This design comes from an exercise in tuning for small area, a short achievable clock period and few clock cycles on the open sky130 flow, not from production work. The RTL was checked by simulation tests, not by an equivalence proof against the original design. No activity file was given, so power comes from the tool's default toggle rates.

--- flow/run.sh ---
#!/bin/bash
# synth_recipe.tcl (not shown) runs the flow's synth.tcl, then flattens the netlist and writes it again
# the make line also repeats each setting of config.mk as NAME=value (left out here)
make -C /OpenROAD-flow-scripts/flow DESIGN_CONFIG=/design/flow/config.mk WORK_HOME=/design/flow/orfs CLKGATE_MAP_FILE= SYNTH_SCRIPT=/design/flow/synth_recipe.tcl finish
--- flow/config.mk ---
export PLATFORM = sky130hd
export DESIGN_NAME = LASER
export DESIGN_NICKNAME = LASER
export VERILOG_FILES = /design/flow/design.v
export SDC_FILE = /design/flow/constraint.sdc
export NUM_CORES = 4
export LEC_CHECK = 0
export CAP_MARGIN = 20
export CORE_MARGIN = 2
export CORE_UTILIZATION = 40
export SLEW_MARGIN = 20
--- flow/constraint.sdc ---
create_clock -name core_clock -period 8.0 [get_ports {CLK}]
set_input_delay 1.6000 -clock core_clock [delete_from_list [all_inputs] [get_ports {CLK}]]
set_output_delay 1.6000 -clock core_clock [all_outputs]
set_load 0.01 [all_outputs]
--- flow/design.v ---
module LASER (
    input        CLK,
    input        RST,
    input  [3:0] X,
    input  [3:0] Y,
    output [3:0] C1X,
    output [3:0] C1Y,
    output [3:0] C2X,
    output [3:0] C2Y,
    output DONE
);
integer i;
genvar j;
parameter S_IN  = 0;
parameter S_TRV = 1;
parameter S_NEW = 2;
parameter S_END = 3;
parameter TS_R = 0;
parameter TS_L = 1;
parameter TS_D = 2;
parameter TS_CALC = 3;
parameter TS_END  = 4;
reg  [1:0] state, next_state;
reg  [2:0] trv_state, next_trv_state;
wire converge;
wire calc_end, trv_end;
reg  [5:0] in_count, next_in_count;
reg  [1:0] cvg_count, next_cvg_count;
reg  [3:0] points_x [0:39], next_points_x [0:39];
reg  [3:0] points_y [0:39], next_points_y [0:39];
reg  is_valid [0:39], next_is_valid [0:39];
reg  [3:0] x, next_x;
reg  [3:0] y, next_y;
reg  [5:0] cover_num, next_cover_num;
wire [3:0] calc_tmp;
reg  [2:0] calc_count, next_calc_count;
reg  [5:0] max_cover, next_max_cover;
reg  [3:0] max_x, next_max_x;
reg  [3:0] max_y, next_max_y;
wire cv_out [0:7];
reg  valid_cv_out [0:7];
wire [3:0] cv_cx, cv_cy;
reg  [3:0] cx1, next_cx1;
reg  [3:0] cy1, next_cy1;
reg  [3:0] cx2, next_cx2;
reg  [3:0] cy2, next_cy2;
assign C1X = cx1;
assign C1Y = cy1;
assign C2X = cx2;
assign C2Y = cy2;
assign DONE = (state == S_END);
assign cv_cx = (state == S_TRV) ? x : max_x;
assign cv_cy = (state == S_TRV) ? y : max_y;
generate
    for (j = 0; j < 8; j = j + 1) begin
        is_covered cv0 (
            .ci(cv_cx), .cj(cv_cy), 
            .pi(points_x[j]), .pj(points_y[j]), 
            .covered(cv_out[j])
            );
    end
endgenerate
always @(*) begin
    case (state)
        S_IN : next_state = (in_count == 39) ? S_TRV : S_IN;
        S_TRV: next_state = (trv_end) ? S_NEW : S_TRV;
        S_NEW: begin
            if (calc_end) begin
                next_state = (converge && cvg_count >= 2) ? S_END : S_TRV;
            end
            else begin
                next_state = S_NEW;
            end
        end
        S_END: next_state = S_IN;
        default: next_state = S_IN;
    endcase
    if (state == S_TRV) begin
        case (trv_state)
            TS_R: next_trv_state = TS_CALC;
            TS_L: next_trv_state = TS_CALC;
            TS_D: next_trv_state = TS_CALC;
            TS_CALC: next_trv_state = (calc_end) ? TS_END : TS_CALC;
            TS_END: begin
                if (y[0]) begin   
                    if (x == 0) next_trv_state = TS_D;
                    else        next_trv_state = TS_L;
                end
                else begin   
                    if (x == 15) next_trv_state = TS_D;
                    else         next_trv_state = TS_R;
                end
            end
            default: next_trv_state = TS_CALC;
        endcase
    end
    else begin
        next_trv_state = TS_CALC;
    end
end
always @(posedge CLK or posedge RST) begin
    if (RST) begin
        state <= S_IN;
        trv_state <= TS_CALC;
    end
    else begin
        state <= next_state;
        trv_state <= next_trv_state;
    end
end
assign converge = (state == S_NEW && max_x == cx1 && max_y == cy1);
assign calc_end = (calc_count == 4);
assign trv_end = (x == 0 && y == 15 && trv_state == TS_END);
always @(*) begin
    if (state == S_IN) begin
        next_in_count = in_count + 1;
    end
    else begin
        next_in_count = 0;
    end
    if (state == S_IN) begin
        next_cvg_count = 0;
    end
    else if (trv_end && cvg_count < 2) begin
        next_cvg_count = cvg_count + 1;
    end
    else begin
        next_cvg_count = cvg_count;
    end
end
always @(*) begin
    case (state)
        S_IN: begin
            next_points_x[0] = X;
            next_points_y[0] = Y;
            for (i = 1; i < 40; i = i + 1) begin
                next_points_x[i] = points_x[i-1];
                next_points_y[i] = points_y[i-1];
            end
            for (i = 0; i < 40; i = i + 1) begin
                next_is_valid[i] = 1;
            end
        end
        S_TRV: begin
            if (trv_state == TS_CALC) begin
                for (i = 0; i < 8; i = i + 1) begin
                    next_points_x[i] = points_x[i+32];
                    next_points_y[i] = points_y[i+32];
                    next_is_valid[i] = is_valid[i+32];
                end
                for (i = 8; i < 40; i = i + 1) begin
                    next_points_x[i] = points_x[i-8];
                    next_points_y[i] = points_y[i-8];
                    next_is_valid[i] = is_valid[i-8];
                end
            end
            else begin
                for (i = 0; i < 40; i = i + 1) begin
                    next_points_x[i] = points_x[i];
                    next_points_y[i] = points_y[i];
                    next_is_valid[i] = is_valid[i];
                end
            end
        end
        S_NEW: begin
            for (i = 0; i < 8; i = i + 1) begin
                next_points_x[i] = points_x[i+32];
                next_points_y[i] = points_y[i+32];
            end
            for (i = 8; i < 40; i = i + 1) begin
                next_points_x[i] = points_x[i-8];
                next_points_y[i] = points_y[i-8];
            end
            for (i = 0; i < 8; i = i + 1) begin
                next_is_valid[i] = is_valid[i+32];
            end
            for (i = 8; i < 16; i = i + 1) begin
                next_is_valid[i] = ~cv_out[i-8];
            end
            for (i = 16; i < 40; i = i + 1) begin
                next_is_valid[i] = is_valid[i-8];
            end
        end
        default: begin
            for (i = 0; i < 40; i = i + 1) begin
                next_points_x[i] = points_x[i];
                next_points_y[i] = points_y[i];
                next_is_valid[i] = is_valid[i];
            end
        end
    endcase
end
always @(*) begin
    for (i = 0; i < 8; i = i + 1) begin
        valid_cv_out[i] = cv_out[i] & is_valid[i];
    end
end
assign calc_tmp = valid_cv_out[0] + valid_cv_out[1] 
                + valid_cv_out[2] + valid_cv_out[3] 
                + valid_cv_out[4] + valid_cv_out[5] 
                + valid_cv_out[6] + valid_cv_out[7];
always @(*) begin
    if (state == S_TRV) begin
        case (trv_state)
            TS_R: begin
                next_x = x + 1;
                next_y = y;
            end
            TS_L: begin
                next_x = x - 1;
                next_y = y;
            end
            TS_D: begin
                next_x = x;
                next_y = y + 1;
            end
            default: begin
                next_x = x;
                next_y = y;
            end
        endcase
    end
    else begin
        next_x = 0;
        next_y = 0;
    end
    if (state == S_TRV) begin
        case (trv_state)
            TS_CALC: next_calc_count = calc_count + 1;
            TS_END : next_calc_count = 0;
            default: next_calc_count = calc_count;
        endcase
    end
    else if (state == S_NEW) begin
        next_calc_count = (calc_end) ? 0 : calc_count + 1;
    end
    else begin
        next_calc_count = 0;
    end
    if (state == S_TRV) begin
        case (trv_state)
            TS_CALC: next_cover_num = cover_num + calc_tmp;
            TS_END : next_cover_num = 0;
            default: next_cover_num = cover_num;
        endcase
    end
    else begin
        next_cover_num = 0;
    end
    case (state)
        S_TRV: begin
            if (trv_state == TS_END) begin
                next_max_cover = (max_cover > cover_num) ? max_cover : cover_num;
                next_max_x = (max_cover > cover_num) ? max_x : x;
                next_max_y = (max_cover > cover_num) ? max_y : y;
            end
            else begin
                next_max_cover = max_cover;
                next_max_x = max_x;
                next_max_y = max_y;
            end
        end
        S_NEW: begin
            if (calc_end) begin
                next_max_cover = 0;
                next_max_x = 0;
                next_max_y = 0;
            end
            else begin
                next_max_cover = max_cover;
                next_max_x = max_x;
                next_max_y = max_y;
            end
        end
        default: begin
            next_max_cover = max_cover;
            next_max_x = max_x;
            next_max_y = max_y;
        end
    endcase
end
always @(*) begin
    case (state)
        S_IN: begin
            next_cx1 = 0;
            next_cy1 = 0;
            next_cx2 = 0;
            next_cy2 = 0;
        end
        S_NEW: begin
            if (calc_end) begin
                next_cx1 = cx2;
                next_cy1 = cy2;
                next_cx2 = max_x;
                next_cy2 = max_y;
            end
            else begin
                next_cx1 = cx1;
                next_cy1 = cy1;
                next_cx2 = cx2;
                next_cy2 = cy2;
            end
        end
        default: begin
            next_cx1 = cx1;
            next_cy1 = cy1;
            next_cx2 = cx2;
            next_cy2 = cy2;
        end
    endcase
end
always @(posedge CLK or posedge RST) begin
    if (RST) begin
        in_count <= 0;
        cvg_count <= 0;
        for (i = 0; i < 40; i = i + 1) begin
            points_x[i] <= 0;
            points_y[i] <= 0;
            is_valid[i] <= 0;
        end
        x <= 0; y <= 0;
        cover_num <= 0;
        calc_count <= 0;
        max_cover <= 0;
        max_x <= 0; max_y <= 0;
        cx1 <= 0; cy1 <= 0;
        cx2 <= 0; cy2 <= 0;
    end
    else begin
        in_count <= next_in_count;
        cvg_count <= next_cvg_count;
        for (i = 0; i < 40; i = i + 1) begin
            points_x[i] <= next_points_x[i];
            points_y[i] <= next_points_y[i];
            is_valid[i] <= next_is_valid[i];
        end
        x <= next_x; y <= next_y;
        cover_num <= next_cover_num;
        calc_count <= next_calc_count;
        max_cover <= next_max_cover;
        max_x <= next_max_x; max_y <= next_max_y;
        cx1 <= next_cx1; cy1 <= next_cy1;
        cx2 <= next_cx2; cy2 <= next_cy2;
    end
end
endmodule
module is_covered (
    input  [3:0] ci,
    input  [3:0] cj,
    input  [3:0] pi,
    input  [3:0] pj,
    output covered
);
wire [3:0] diff_i, diff_j;
wire [3:0] valid;
assign covered = |valid;
assign diff_i = (ci > pi) ? (ci - pi) : (pi - ci);
assign diff_j = (cj > pj) ? (cj - pj) : (pj - cj);
assign valid[0] = (diff_i == 0) & (diff_j <= 4);
assign valid[1] = (diff_i <= 2) & (diff_j <= 3);
assign valid[2] = (diff_i <= 3) & (diff_j <= 2);
assign valid[3] = (diff_i <= 4) & (diff_j == 0);
endmodule
==> impl_metrics.sql <==
INSERT INTO impl_metrics (metric_group, metric, value, unit) VALUES
('logic_synthesis', 'synth_top_family_by_area', 'multiplexers', ''),
('global_routing', 'initial_antenna_violation_count', '1', ''),
('placed_design', 'routabilityCongestion', '0.884', ''),
('setup_path', 'cp_common_cell', 'fa_1', ''),
('routing', 'route.vias.total', '17200', ''),
('logic_synthesis', 'synth_seq_area_share', '0.434', ''),
('placed_design', 'post-place-cells', '3153', ''),
('setup_path', 'worstSetupPathType', 'reg2reg', ''),
('setup_path', 'cp.depth', '26', ''),
('cts', 'cts_resized', '0', ''),
('logic_synthesis', 'avgSynthCellArea', '9.84', 'um2'),
('timing', 'setup_viol_count_final', '0', ''),
('placed_design', 'numPortBuffers', '26', ''),
('setup_path', 'crit_path_start_kind', 'flop', ''),
('power_and_ir_drop', 'power_per_cell_area', '186', 'nW/um2'),
('setup_path', 'path_delay_family', 'adder cells', ''),
('timing', 'final_max_slew_viol_count', '0', ''),
('logic_synthesis', 'ys.flop_type', 'dfrtp_1', ''),
('die', 'die_area', '62600', 'um2'),
('routing', 'drcViolationCount', '0', ''),
('placed_design', 'estimated_wirelength_of_the_detail_placed_design', '37.6', 'mm'),
('cts', 'cts_made_buffers', '48', ''),
('setup_path', 'worst-path-buf-inv', '4', ''),
('timing', 'worst_hold_slack', '0.466', 'ns'),
('flow_run', 'cap_viol_max_count', '0', ''),
('logic_synthesis', 'synth_compound_area_frac', '0.148', ''),
('cts', 'worst_skew_pair.late_latency', '0.60', 'ns'),
('routing', 'wl_per_cell', '16.9', 'um'),
('routing', 'postRouteWirelength', '54.7', 'mm'),
('setup_path', 'critical_path.reg2reg.endpoint', 'cover_num[5]', ''),
('logic_synthesis', 'postSynth.asyncResetShare', '1.00', ''),
('timing', 'worst_clock_skew', '0.0319', 'ns'),
('routing', 'drt_pre_antenna_iters', '9', ''),
('timing', 'worst_slack', '0.940', 'ns'),
('cells_and_area', 'drive_above_1_share', '0.0590', ''),
('die', 'floorplan.core_area', '60100', 'um2'),
('cells_and_area', 'layoutNonFillerInstCount', '3241', ''),
('timing', 'fin_crit_sh', '0.882', ''),
('setup_path', 'setup.reg_to_reg.worst_slack', '0.94', 'ns'),
('placed_design', 'place_worst_setup_slack', '0.973', 'ns'),
('setup_path', 'reg2reg_from', 'state[1]', ''),
('timing', 'max_slew.worst_pin.slew', '1.12', 'ns'),
('cts', 'numClockSinks', '420', ''),
('status', 'status', 'no timing/DRC/antenna violations', ''),
('cts', 'holdBufCountCts', '0', ''),
('timing', 'max_transition_margin', '0.253', ''),
('logic_synthesis', 'synth_cells', '2463', ''),
('worst_hold_path', 'hold_path_class', 'reg2reg', ''),
('setup_path', 'r2r_cells', '26', ''),
('logic_synthesis', 'yosys.cell_types.count', '78', ''),
('cts', 'ctsLongestPathBuffers', '3', ''),
('timing', 'final_critical_delay_including_setup_and_external_delays', '7.06', 'ns'),
('routing', 'via_per_inst', '5.31', ''),
('setup_path', 'worst-path-max-fanout', '15', ''),
('cts', 'cts.reportedPaths.clkPinSlew', '0.06', 'ns'),
('cells_and_area', 'layout_stage_area_growth_over_the_synthesis_result', '10.9', '%'),
('global_routing', 'first_global_vias', '16900', ''),
('die', 'floorplan.rows', '90', ''),
('logic_synthesis', 'edff_count_synth', '0', ''),
('logic_synthesis', 'yosys.area_share.simple', '0.102', ''),
('cts', 'tritoncts_clock_tree', 'done', ''),
('global_routing', 'maximum_number_of_pins_on_one_net_before_global_route_repair', '293', ''),
('cells_and_area', 'filler_cell_count', '5608', ''),
('logic_synthesis', 'synthesis.yosys.warnings', '15', ''),
('logic_synthesis', 'synthMuxAreaShare', '0.155', ''),
('power_and_ir_drop', 'ir_drop', '0.000178', 'V'),
('logic_synthesis', 'postSynthNetCount', '2646', ''),
('setup_path', 'crit_path_max_incr_delay', '0.53', 'ns'),
('logic_synthesis', 'synth_area', '24200', 'um2'),
('setup_path', 'crit_path_end', 'cover_num[5]', ''),
('timing', 'max_fclk', '142', 'MHz');
==> Yosys cell counts, drive strengths merged (8+ instances only) <==
cell type / number / area share
clkbuf: 113 / 0.018
nor2b: 24 / 0.0062
a22o: 35 / 0.013
xor2: 16 / 0.0058
nand2b: 8 / 0.0021
o22ai: 9 / 0.0023
a21oi: 80 / 0.017
inv: 168 / 0.026
nand3: 12 / 0.0025
xnor2: 28 / 0.010
dfrtp: 418 / 0.43
nand2: 352 / 0.055
nor3b: 16 / 0.0050
nor3: 11 / 0.0023
a21o: 20 / 0.0062
nand3b: 12 / 0.0037
and2: 9 / 0.0023
and4: 10 / 0.0037
fa: 26 / 0.021
buf: 19 / 0.0038
a31oi: 35 / 0.0090
nor2: 55 / 0.0085
and3: 14 / 0.0036
ha: 147 / 0.076
mux2: 22 / 0.010
mux2i: 349 / 0.14
o21ai: 351 / 0.073
==> cells in the final DEF (no fill, tap or decap), types with 14 or more instances in the layout <==
cell / Yosys / routed
and3_1: 14 / 14
nor3b_1: 16 / 16
fa_1: 26 / 26
clkbuf_16: 0 / 48
clkdlybuf4s50_1: 0 / 26
nand2_1: 352 / 352
mux2i_1: 347 / 346
nor2b_1: 24 / 24
inv_1: 167 / 166
a31oi_1: 35 / 35
xor2_1: 16 / 16
clkbuf_8: 0 / 15
a21oi_1: 76 / 75
xnor2_1: 28 / 28
nor2_1: 55 / 54
a22o_1: 35 / 35
ha_1: 147 / 146
mux2_2: 21 / 21
o21ai_0: 349 / 348
a21o_1: 20 / 20
dfrtp_1: 418 / 418
==> logic make-up after synthesis <==
family,after synthesis
flops,420
xor+xnor,44
buf+inv,300
compound gates,604
fa+ha+maj,174
mux,371
simple gates,550
==> worst min path at each step <==
| stage | from | endpoint | cells after the start |
|---|---|---|---|
| finish | in_count[0] | in_count[0] | 1 |
| global route | in_count[0] | in_count[0] | 1 |
| CTS | in_count[0] | in_count[0] | 1 |
| detailed placement | in_count[0] | in_count[0] | 1 |
| global placement | in_count[0] | in_count[0] | 1 |
| floorplan | in_count[0] | in_count[0] | 1 |
==> area by class of cell <==
class	instances	area (um2)	share of cell area
multi-input combinational	1743	12600	0.470
tap	782	978	0.0364
timing repair buffer	43	515	0.0192
clock buffer	72	1440	0.0536
sequential	420	10500	0.391
inverter	168	637	0.0237
antenna	1	2.50	0.0000931
clock inverter	12	169	0.00628
==> worst reg2reg max path: stages, from the launching register on <==
cell and delay [ns]:
dfrtp_1 0.38, inv_1 0.10, ha_1 0.23, mux2_2 0.49, inv_1 0.27, ha_1 0.30
fa_1 0.45, and2b_1 0.24, o21ai_2 0.12, a21oi_4 0.26, mux2i_1 0.30, nor4_1 0.09
or3_1 0.42, and3_1 0.21, fa_1 0.48, inv_1 0.05, fa_1 0.53, inv_1 0.05
fa_1 0.51, fa_1 0.46, a21o_1 0.17, a21oi_1 0.22, nor2b_1 0.08, o21ai_0 0.20
nor2b_1 0.16, o21ai_0 0.10, o31ai_1 0.09
==> stage by stage <==
step	instance area [um2]	util	total power, W
finish	26900	0.447	0.00500
global route	26900	0.447	0.00524
CTS	26800	0.446	0.00507
detailed placement	25200	0.419	0.00281
global placement	25200	0.419	0.00279
floorplan	24200	-	0.00266
==> power breakdown <==
part / internal (W) / switching, W
combinational: 0.000192 / 0.000241
clock: 0.00134 / 0.000892
sequential: 0.00222 / 0.000113
total: 0.00376 / 0.00125
==> registers in the layout (all words and copies together) (netlist names), 6 cells and up <==
name	count
points_x	160
max_cover	6
points_y	160
in_count	6
is_valid	40
cover_num	6
==> routing by layer <==
layer | track usage | vias up | share of wire
met3 | 0.0319 | 86 | 0.039
met2 | 0.276 | 268 | 0.46
met5 | 0 | - | 0
li1 | - | 8513 | -
met1 | 0.244 | 8353 | 0.47
met4 | 0.0626 | 0 | 0.032
Testbench counts, summed over its fixed seeds: cycles 956,644.

## what the ideal ports hide
Ports are ideal in the flow. The routed layout listed here was re-timed in OpenROAD. Step 1 assumes that a clkbuf_16 drives the clock port and a buf_2 every other input. Step 2, shift: input delay + t, output delay - t, t = (earliest + latest rising clock arrival at the registers) / 2. This alone moves slack from input paths to output paths. a / b / c = ideal / step 1 / step 2; a / b = the first two.
t, ns: 0.644
setup WS [ns]: 0.940 / 0.940 / 0.940
latest minus earliest clock arrival (ns): 0.032 / 0.032
slew at the worst register clock pin (ns): 0.06 / 0.06
After both steps this run still meets setup and hold. For this run, drivers alone change the setup slack by 0.000 ns; drivers and shift together by 0.000 ns.
